Background: an optimization exercise with open tools, aiming at small area and a short achievable clock period. Do not read the settings as production practice.
In this exercise RTL edits were held to simulation tests only and were not proved equivalent to the original.
Power is estimated from default activity; no workload was simulated.

==> garnet <==
Design alu_top, start of the top module:
module alu_top(clk,a,b,s,out);
input clk;
input [7:0] a,b;
input [3:0] s;
output [7:0] out;
wire [7:4] rh;
wire [3:0] qh;
ALU_S0 u_s0(.a(a), .b(b), .rh(rh), .qh(qh));
reg [7:0] a_q, b_q;
reg [3:0] s_q;
reg [7:4] rh_q;
reg [3:0] qh_q;
always@(posedge clk)begin
	a_q<=a;
	b_q<=b;
	s_q<=s;
	rh_q<=rh;
	qh_q<=qh;
end
wire [7:0] other, res;
ALU u_alu(.a(a_q),.b(b_q),.s(s_q),.out(other));
wire [7:0] rem;
wire dv;
ALU_S1 u_s1(.a(a_q), .b(b_q), .s(s_q), .rh(rh_q), .qh(qh_q), .other(other), .res(res), .rem(rem), .dv(dv));
reg [7:0] res_q;
reg [7:0] rem_q, bl_q;
reg dv_q;
always@(posedge clk)begin
	res_q<=res;
	rem_q<=rem;
	bl_q<=b_q;
	dv_q<=dv;
end
ALU_S2 u_s2(.res(res_q), .rem(rem_q), .b(bl_q), .dv(dv_q), .out(out));
endmodule
==> module ALU_DIVSTEP, before the edit <==
module ALU_DIVSTEP #(parameter J = 0) (r, b, q, ro);
input  [7:0] r, b;
output       q;
output [7:0] ro;
localparam W = 8 - J;
wire [W-1:0] x = r[7:J];
wire [W-1:0] y = b[W-1:0];
wire bz;
generate
	if (J == 0) begin : nz
		assign bz = 1'b1;
	end else begin : hz
		assign bz = ~|b[7:W];
	end
endgenerate
wire [W-1:0] G [0:3];
wire [W-1:0] L [0:3];
assign G[0] = x & ~y;
assign L[0] = ~x & y;
genvar k, i;
generate
	for (k = 0; k < 3; k = k + 1) begin : lvl
		for (i = 0; i < W; i = i + 1) begin : bt
			if (((i >> k) & 1) == 1) begin : cmb
				localparam integer P = ((i >> k) << k) - 1;
				assign G[k+1][i] = G[k][i] | (~L[k][i] & G[k][P]);
				assign L[k+1][i] = L[k][i] | (~G[k][i] & L[k][P]);
			end else begin : pas
				assign G[k+1][i] = G[k][i];
				assign L[k+1][i] = L[k][i];
			end
		end
	end
endgenerate
assign q = bz & ~L[3][W-1];
generate
	if (W == 1) begin : w1
		assign ro[7:J] = x ^ (q & y);
	end else begin : wn
		assign ro[7:J] = x ^ ({W{q}} & (y ^ {L[3][W-2:0], 1'b0}));
	end
	if (J > 0) begin : lo
		assign ro[J-1:0] = r[J-1:0];
	end
endgenerate
endmodule
==> module ALU_S0, before the edit <==
module ALU_S0(a, b, rh, qh);
input [7:0] a, b;
output [7:4] rh;
output [3:0] qh;
wire [7:0] rs7;
wire qs7;
ALU_DIVSTEP #(7) ds7(.r(a), .b(b), .q(qs7), .ro(rs7));
wire [7:0] rs6;
wire qs6;
ALU_DIVSTEP #(6) ds6(.r(rs7), .b(b), .q(qs6), .ro(rs6));
wire [7:0] rs5;
wire qs5;
ALU_DIVSTEP #(5) ds5(.r(rs6), .b(b), .q(qs5), .ro(rs5));
wire [7:0] rs4;
wire qs4;
ALU_DIVSTEP #(4) ds4(.r(rs5), .b(b), .q(qs4), .ro(rs4));
assign rh = rs4[7:4];
assign qh = {qs7,qs6,qs5,qs4};
endmodule
==> module ALU_S1, before the edit <==
module ALU_S1(a, b, s, rh, qh, other, res, rem, dv);
input [7:0] a, b, other;
input [3:0] s;
input [7:4] rh;
input [3:0] qh;
output [7:0] res;
output [7:0] rem;
output dv;
wire [7:0] r1_in = {rh, a[3:0]};
wire [7:0] rm3;
wire qm3;
ALU_DIVSTEP #(3) dm3(.r(r1_in), .b(b), .q(qm3), .ro(rm3));
wire [7:0] rm2;
wire qm2;
ALU_DIVSTEP #(2) dm2(.r(rm3), .b(b), .q(qm2), .ro(rm2));
wire [7:0] rm1;
wire qm1;
ALU_DIVSTEP #(1) dm1(.r(rm2), .b(b), .q(qm1), .ro(rm1));
wire isdiv = (s == 4'd3);
assign res = isdiv ? {qh,qm3,qm2,qm1,1'b0} : other;
assign rem = rm1;
assign dv = isdiv;
endmodule
==> module ALU, before the edit <==
module ALU(a,b,s,out);
input [7:0] a,b;
input [3:0] s;
output [7:0] out;
reg [7:0] out;
wire [7:0] bx = b ^ {8{s[0]}};
wire [7:0] sum = a + bx + {7'd0, s[0]};
wire [7:0] prod = a * b;
always@(*)
begin
	case(s)
	4'd0, 4'd1: out=sum;
	4'd2: out=prod;
	4'd4: out=a&b;
	4'd5: out=a|b;
	4'd6: out=a^b;
	4'd7: out=~(a^b);
	default: out=8'd0;
	endcase
end
endmodule
==> module ALU_S2, before the edit <==
module ALU_S2(res, rem, b, dv, out);
input [7:0] res, rem, b;
input dv;
output [7:0] out;
wire [7:0] re0;
wire qe0;
ALU_DIVSTEP #(0) de0(.r(rem), .b(b), .q(qe0), .ro(re0));
assign out = {res[7:1], res[0:0] | ({1{dv}} & {qe0})};
endmodule
==> module alu_top, before the edit <==
module alu_top(clk,a,b,s,out);
input clk;
input [7:0] a,b;
input [3:0] s;
output [7:0] out;
wire [7:4] rh;
wire [3:0] qh;
ALU_S0 u_s0(.a(a), .b(b), .rh(rh), .qh(qh));
reg [7:0] a_q, b_q;
reg [3:0] s_q;
reg [7:4] rh_q;
reg [3:0] qh_q;
always@(posedge clk)begin
	a_q<=a;
	b_q<=b;
	s_q<=s;
	rh_q<=rh;
	qh_q<=qh;
end
wire [7:0] other, res;
ALU u_alu(.a(a_q),.b(b_q),.s(s_q),.out(other));
wire [7:0] rem;
wire dv;
ALU_S1 u_s1(.a(a_q), .b(b_q), .s(s_q), .rh(rh_q), .qh(qh_q), .other(other), .res(res), .rem(rem), .dv(dv));
reg [7:0] res_q;
reg [7:0] rem_q, bl_q;
reg dv_q;
always@(posedge clk)begin
	res_q<=res;
	rem_q<=rem;
	bl_q<=b_q;
	dv_q<=dv;
end
ALU_S2 u_s2(.res(res_q), .rem(rem_q), .b(bl_q), .dv(dv_q), .out(out));
endmodule
clock: 10.5 ns
lec_check: 0
cap_margin: 20
core_margin: 2
core_utilization: 40
slew_margin: 20
standard.sh (not shown) runs the stock make flow with config.mk's settings and CLKGATE_MAP_FILE= SYNTH_SCRIPT=/design/flow/synth_recipe.tcl, a recipe that flattens the netlist after the stock synthesis.
==> flow/flow/run.sh <==
#!/bin/bash
# Own flow: the standard layout (standard.sh) with two changes.
# 1. Synthesis: the datapath modules ALU_S0, ALU_S1, ALU and ALU_S2 are kept
#    apart until after technology mapping (SYNTH_KEEP_MODULES), and ABC maps
#    each with its own script and delay target (flow/own_abc.tcl) in place of
#    ORFS's single ABC run; full adders are not extracted before ABC. The
#    design is then flattened as usual (synth_recipe.tcl), so the registers and
#    their names are those of the standard synthesis.
# 2. Placement: the port buffers that buffer_ports inserts are buf_4 cells.
# Everything else is the standard flow, run from a copy of ORFS's scripts
# that differs only in the ABC line of synth.tcl.
set -euo pipefail
W=$(pwd)
S=$W/scripts_own
rm -rf "$S"
cp -r "$FLOW_HOME/scripts" "$S"
python3 - "$S/synth.tcl" <<'PY'
import sys
p = sys.argv[1]
t = open(p).read()
old = "  log_cmd abc {*}$abc_args\n"
assert t.count(old) == 1
open(p, "w").write(t.replace(old, "  source $::env(OWN_ABC_TCL)\n"))
PY
export OWN_ABC_TCL=$W/flow/own_abc.tcl
bash "$W/standard.sh" "SCRIPTS_DIR=$S" "ADDER_MAP_FILE=" \
  "SYNTH_KEEP_MODULES=ALU_S0 ALU_S1 ALU ALU_S2" \
  "BUFFER_PORTS_ARGS=-buffer_cell sky130_fd_sc_hd__buf_4" \
  finish > "$W/flow_make.log" 2>&1
==> flow/flow/abc_map.tmpl <==
strash
dch
map {D}
topo
buffer -p
upsize {D}
dnsize {D}
==> flow/flow/abc_restructure.tmpl <==
&get -n
&st
&dch
&nf
&st
&syn2
&if -g -K 6
&synch2
&nf
&st
&syn2
&if -g -K 6
&synch2
&nf
&st
&syn2
&if -g -K 6
&synch2
&nf
&put
strash
dch
map {D}
topo
buffer -p
upsize {D}
dnsize {D}
==> flow/flow/own_abc.tcl <==
# Sourced by synth.tcl in place of its ABC call. Each datapath module is
# mapped on its own, with one of two ABC scripts and its own delay target (ps):
#   restructure: ORFS's delay-oriented restructuring, then delay-driven mapping
#   map:         delay-driven mapping of the structure as it is
# The stage-0 and stage-2 logic shares the clock period with the fixed input
# and output delays, so it gets tight targets.
set own_targets {
  ALU_S0  restructure 1500
  ALU_S1  map         3000
  ALU     map         2500
  ALU_S2  restructure 800
  alu_top map         3000
}
set own_dir [file dirname $::env(OWN_ABC_TCL)]
foreach {mod kind d} $own_targets {
  set fh [open $own_dir/abc_$kind.tmpl r]
  set body [string map [list "{D}" "-D $d"] [read $fh]]
  close $fh
  set f $::env(OBJECTS_DIR)/abc_own_$mod.script
  set fh [open $f w]
  puts -nonewline $fh $body
  close $fh
  log_cmd abc {*}[lreplace $abc_args 1 1 $f] $mod
}
==> indigo: changes against garnet <==
==> flow/design.v (replaced) <==
`timescale 1ns / 1ps
module ALU(a,b,s,out);
input [7:0] a,b;
input [3:0] s;
output [7:0] out;
reg [7:0] out;
always@(*)
begin
	case(s)
	3'b000:
		out=a+b;
	3'b001:
		out=a-b;	
	3'b010:
		out=a*b;
	3'b011:
		out=(b==8'd0) ? 8'hff : a/b;
	3'b100:
		out=a&b;
	3'b101:
		out=a|b;
	3'b110:
		out=a^b;
	3'b111:
		out=~(a^b);
	default:
		out=8'd0;
	endcase 
end
endmodule
`timescale 1ns / 1ps
module alu_top(clk,a,b,s,out);
input clk;
input [7:0] a,b;
input [3:0] s;
output [7:0] out;
reg [7:0] a_q,b_q;
reg [3:0] s_q;
reg [7:0] out_q;
wire [7:0] alu_out;
ALU u_alu(.a(a_q),.b(b_q),.s(s_q),.out(alu_out));
always@(posedge clk)begin
	a_q<=a;
	b_q<=b;
	s_q<=s;
	out_q<=alu_out;
end
assign out=out_q;
endmodule
==> flow/run.sh (new file) <==
#!/bin/bash
# synth_recipe.tcl (not shown) runs the flow's synth.tcl, then flattens the netlist and writes it again
# the make line also repeats each setting of config.mk as NAME=value (left out here)
make -C /OpenROAD-flow-scripts/flow DESIGN_CONFIG=/design/flow/config.mk WORK_HOME=/design/flow/orfs CLKGATE_MAP_FILE= SYNTH_SCRIPT=/design/flow/synth_recipe.tcl finish
removed: flow/flow/run.sh
removed: flow/flow/abc_map.tmpl
removed: flow/flow/abc_restructure.tmpl
removed: flow/flow/own_abc.tcl
removed: flow/standard.sh
==> onyx: changes against garnet <==
--- a/flow/design.v
+++ b/flow/design.v
@@ -46,8 +46,10 @@
 endgenerate
 endmodule
-module ALU_S0(a, b, rh, qh);
+module ALU_S0(a, b, s, ah, sf, dv);
 input [7:0] a, b;
-output [7:4] rh;
-output [3:0] qh;
+input [3:0] s;
+output [7:4] ah;
+output [3:0] sf;
+output dv;
 wire [7:0] rs7;
 wire qs7;
@@ -62,19 +64,18 @@
 wire qs4;
 ALU_DIVSTEP #(4) ds4(.r(rs5), .b(b), .q(qs4), .ro(rs4));
-assign rh = rs4[7:4];
-assign qh = {qs7,qs6,qs5,qs4};
+assign dv = (s == 4'd3);
+assign ah = dv ? rs4[7:4] : a[7:4];
+assign sf = dv ? {qs7,qs6,qs5,qs4} : s;
 endmodule
-module ALU_S1(a, b, s, rh, qh, other, res, rem, dv);
+module ALU_S1(a, b, sf, dv, other, sa, res, rem);
 input [7:0] a, b, other;
-input [3:0] s;
-input [7:4] rh;
-input [3:0] qh;
-output [7:0] res;
-output [7:0] rem;
-output dv;
-wire [7:0] r1_in = {rh, a[3:0]};
+input [3:0] sf;
+input dv;
+output [3:0] sa;
+output [7:0] res, rem;
+assign sa = {sf[3] | dv, sf[2:0]};
 wire [7:0] rm3;
 wire qm3;
-ALU_DIVSTEP #(3) dm3(.r(r1_in), .b(b), .q(qm3), .ro(rm3));
+ALU_DIVSTEP #(3) dm3(.r(a), .b(b), .q(qm3), .ro(rm3));
 wire [7:0] rm2;
 wire qm2;
@@ -83,8 +84,6 @@
 wire qm1;
 ALU_DIVSTEP #(1) dm1(.r(rm2), .b(b), .q(qm1), .ro(rm1));
-wire isdiv = (s == 4'd3);
-assign res = isdiv ? {qh,qm3,qm2,qm1,1'b0} : other;
+assign res = other | ({8{dv}} & {sf[3:0], qm3, qm2, qm1, 1'b0});
 assign rem = rm1;
-assign dv = isdiv;
 endmodule
 module ALU(a,b,s,out);
@@ -116,5 +115,5 @@
 wire qe0;
 ALU_DIVSTEP #(0) de0(.r(rem), .b(b), .q(qe0), .ro(re0));
-assign out = {res[7:1], res[0:0] | ({1{dv}} & {qe0})};
+assign out = {res[7:1], res[0] | (dv & qe0)};
 endmodule
 `timescale 1ns / 1ps
@@ -124,25 +123,22 @@
 input [3:0] s;
 output [7:0] out;
-wire [7:4] rh;
-wire [3:0] qh;
-ALU_S0 u_s0(.a(a), .b(b), .rh(rh), .qh(qh));
+wire [7:4] ah;
+wire [3:0] sf;
+wire dv0;
+ALU_S0 u_s0(.a(a), .b(b), .s(s), .ah(ah), .sf(sf), .dv(dv0));
 reg [7:0] a_q, b_q;
 reg [3:0] s_q;
-reg [7:4] rh_q;
-reg [3:0] qh_q;
+reg d_q;
 always@(posedge clk)begin
-	a_q<=a;
+	a_q<={ah, a[3:0]};
 	b_q<=b;
-	s_q<=s;
-	rh_q<=rh;
-	qh_q<=qh;
+	s_q<=sf;
+	d_q<=dv0;
 end
-wire [7:0] other, res;
-ALU u_alu(.a(a_q),.b(b_q),.s(s_q),.out(other));
-wire [7:0] rem;
-wire dv;
-ALU_S1 u_s1(.a(a_q), .b(b_q), .s(s_q), .rh(rh_q), .qh(qh_q), .other(other), .res(res), .rem(rem), .dv(dv));
-reg [7:0] res_q;
-reg [7:0] rem_q, bl_q;
+wire [7:0] other, res, rem;
+wire [3:0] sa;
+ALU_S1 u_s1(.a(a_q), .b(b_q), .sf(s_q), .dv(d_q), .other(other), .sa(sa), .res(res), .rem(rem));
+ALU u_alu(.a(a_q),.b(b_q),.s(sa),.out(other));
+reg [7:0] res_q, rem_q, bl_q;
 reg dv_q;
 always@(posedge clk)begin
@@ -150,5 +146,5 @@
 	rem_q<=rem;
 	bl_q<=b_q;
-	dv_q<=dv;
+	dv_q<=d_q;
 end
 ALU_S2 u_s2(.res(res_q), .rem(rem_q), .b(bl_q), .dv(dv_q), .out(out));
--- a/flow/flow/run.sh
+++ b/flow/flow/run.sh
@@ -7,5 +7,7 @@
 #    design is then flattened as usual (synth_recipe.tcl), so the registers and
 #    their names are those of the standard synthesis.
-# 2. Placement: the port buffers that buffer_ports inserts are buf_4 cells.
+# 2. The registers that feed most of the stage-1 logic are mapped to stronger
+#    flip-flops of the same type (drive 4 or 2), in flow/own_abc.tcl.
+# 3. Placement: the port buffers that buffer_ports inserts are buf_1 cells.
 # Everything else is the standard flow, run from a copy of ORFS's scripts
 # that differs only in the ABC line of synth.tcl.
@@ -26,4 +28,4 @@
 bash "$W/standard.sh" "SCRIPTS_DIR=$S" "ADDER_MAP_FILE=" \
   "SYNTH_KEEP_MODULES=ALU_S0 ALU_S1 ALU ALU_S2" \
-  "BUFFER_PORTS_ARGS=-buffer_cell sky130_fd_sc_hd__buf_4" \
+  "BUFFER_PORTS_ARGS=-buffer_cell sky130_fd_sc_hd__buf_1" \
   finish > "$W/flow_make.log" 2>&1
==> flow/flow/abc_collapse.tmpl (new file) <==
strash
collapse
strash
&get -n
&st
&syn2
&if -g -K 6
&synch2
&nf
&st
&syn2
&if -g -K 6
&synch2
&nf
&put
strash
dch
map {D}
topo
buffer -p
upsize {D}
dnsize {D}
--- a/flow/flow/own_abc.tcl
+++ b/flow/flow/own_abc.tcl
@@ -1,11 +1,12 @@
 # Sourced by synth.tcl in place of its ABC call. Each datapath module is
-# mapped on its own, with one of two ABC scripts and its own delay target (ps):
+# mapped on its own, with one of three ABC scripts and its own delay target (ps):
 #   restructure: ORFS's delay-oriented restructuring, then delay-driven mapping
 #   map:         delay-driven mapping of the structure as it is
+#   collapse:    the logic collapsed to two levels first, then restructure
 # The stage-0 and stage-2 logic shares the clock period with the fixed input
 # and output delays, so it gets tight targets.
 set own_targets {
-  ALU_S0  restructure 1500
-  ALU_S1  map         3000
+  ALU_S0  collapse    800
+  ALU_S1  map         2600
   ALU     map         2500
   ALU_S2  restructure 800
@@ -23,2 +24,6 @@
   log_cmd abc {*}[lreplace $abc_args 1 1 $f] $mod
 }
+# The registers that feed most of the stage-1 logic get a stronger drive
+# (the same flip-flop, drive strength 4 or 2).
+chtype -map sky130_fd_sc_hd__dfxtp_1 sky130_fd_sc_hd__dfxtp_4 alu_top/c:a_q* alu_top/c:b_q*
+chtype -map sky130_fd_sc_hd__dfxtp_1 sky130_fd_sc_hd__dfxtp_2 alu_top/c:s_q* alu_top/c:rem_q* alu_top/c:bl_q*
==> notes.md <==
item	indigo	onyx	garnet
Status	complete, no violations	complete, no violations	complete, no violations
Relative max-transition margin	0.494	0.348	0.269
Yosys top cell by area	sky130_fd_sc_hd__ha_1	sky130_fd_sc_hd__nand2_1	sky130_fd_sc_hd__dfxtp_1
Req. time, crit path	10.68 ns	10.67 ns	10.69 ns
Yosys cell types	54	64	61
Global-route wire length before repair	18600 um	20100 um	17700 um
Y dimension of the die	105 um	109 um	105 um
Length of routed wiring on met1	5650 um	5800 um	5010 um
Clock latency on the worst-skew pair	0.28 ns	0.30 ns	0.30 ns
Number of placed cells counting well taps	669	834	770
1st-pass router iterations	5	5	6
Crit path time final	9.91 ns	3.75 ns	4.28 ns
Worst supply voltage drop on vdd	0.0000661 V	0.0000587 V	0.0000513 V
Reg area	562 um^2	0.00101 mm^2	0.00106 mm^2
Switching Share	0.402	0.389	0.367
Area grow syn2layout	17.2%	5.56%	8.48%
Global-route usage over all layers	0.212	0.214	0.197
Clock slew at reported path FFs	0.11 ns	0.08 ns	0.09 ns
Via count of the first global-routing pass	3679	4133	3689
Launching element type of the critical path	flop	primary input	flop
Final period util	0.944	0.358	0.408
Total combinational power	299 uW	222 uW	195 uW
Final-layout worst hold slack	0.678 ns	0.416 ns	0.439 ns

separate check: timing with driven ports:
Ports are ideal in the flow. The routed layouts listed here were re-timed in OpenROAD. Step 1: set_driving_cell puts a clkbuf_16 on clk and a buf_2 on each other input, an assumption about the parent block. Step 2 adds t to the input delays and takes it off the output delays; t is the mean of the earliest and latest rising clock arrival at the registers after step 1. Input paths then give back, and output paths get back, about the clock's delay inside the block. a / b / c = no drivers / after step 1 / after step 2; a / b = the first two.
run | t, ns | setup WS [ns] | worst data-port slew with drivers (ns)
garnet | 0.331 | 6.219 / 6.219 / 6.086 | 0.04
indigo | 0.305 | 0.587 / 0.587 / 0.587 | 0.05
onyx | 0.323 | 6.745 / 6.751 / 6.429 | 0.03
After both steps setup and hold are still met in every run listed. For onyx, which loses most, drivers alone change the setup slack by +0.006 ns; drivers and shift together by -0.316 ns.
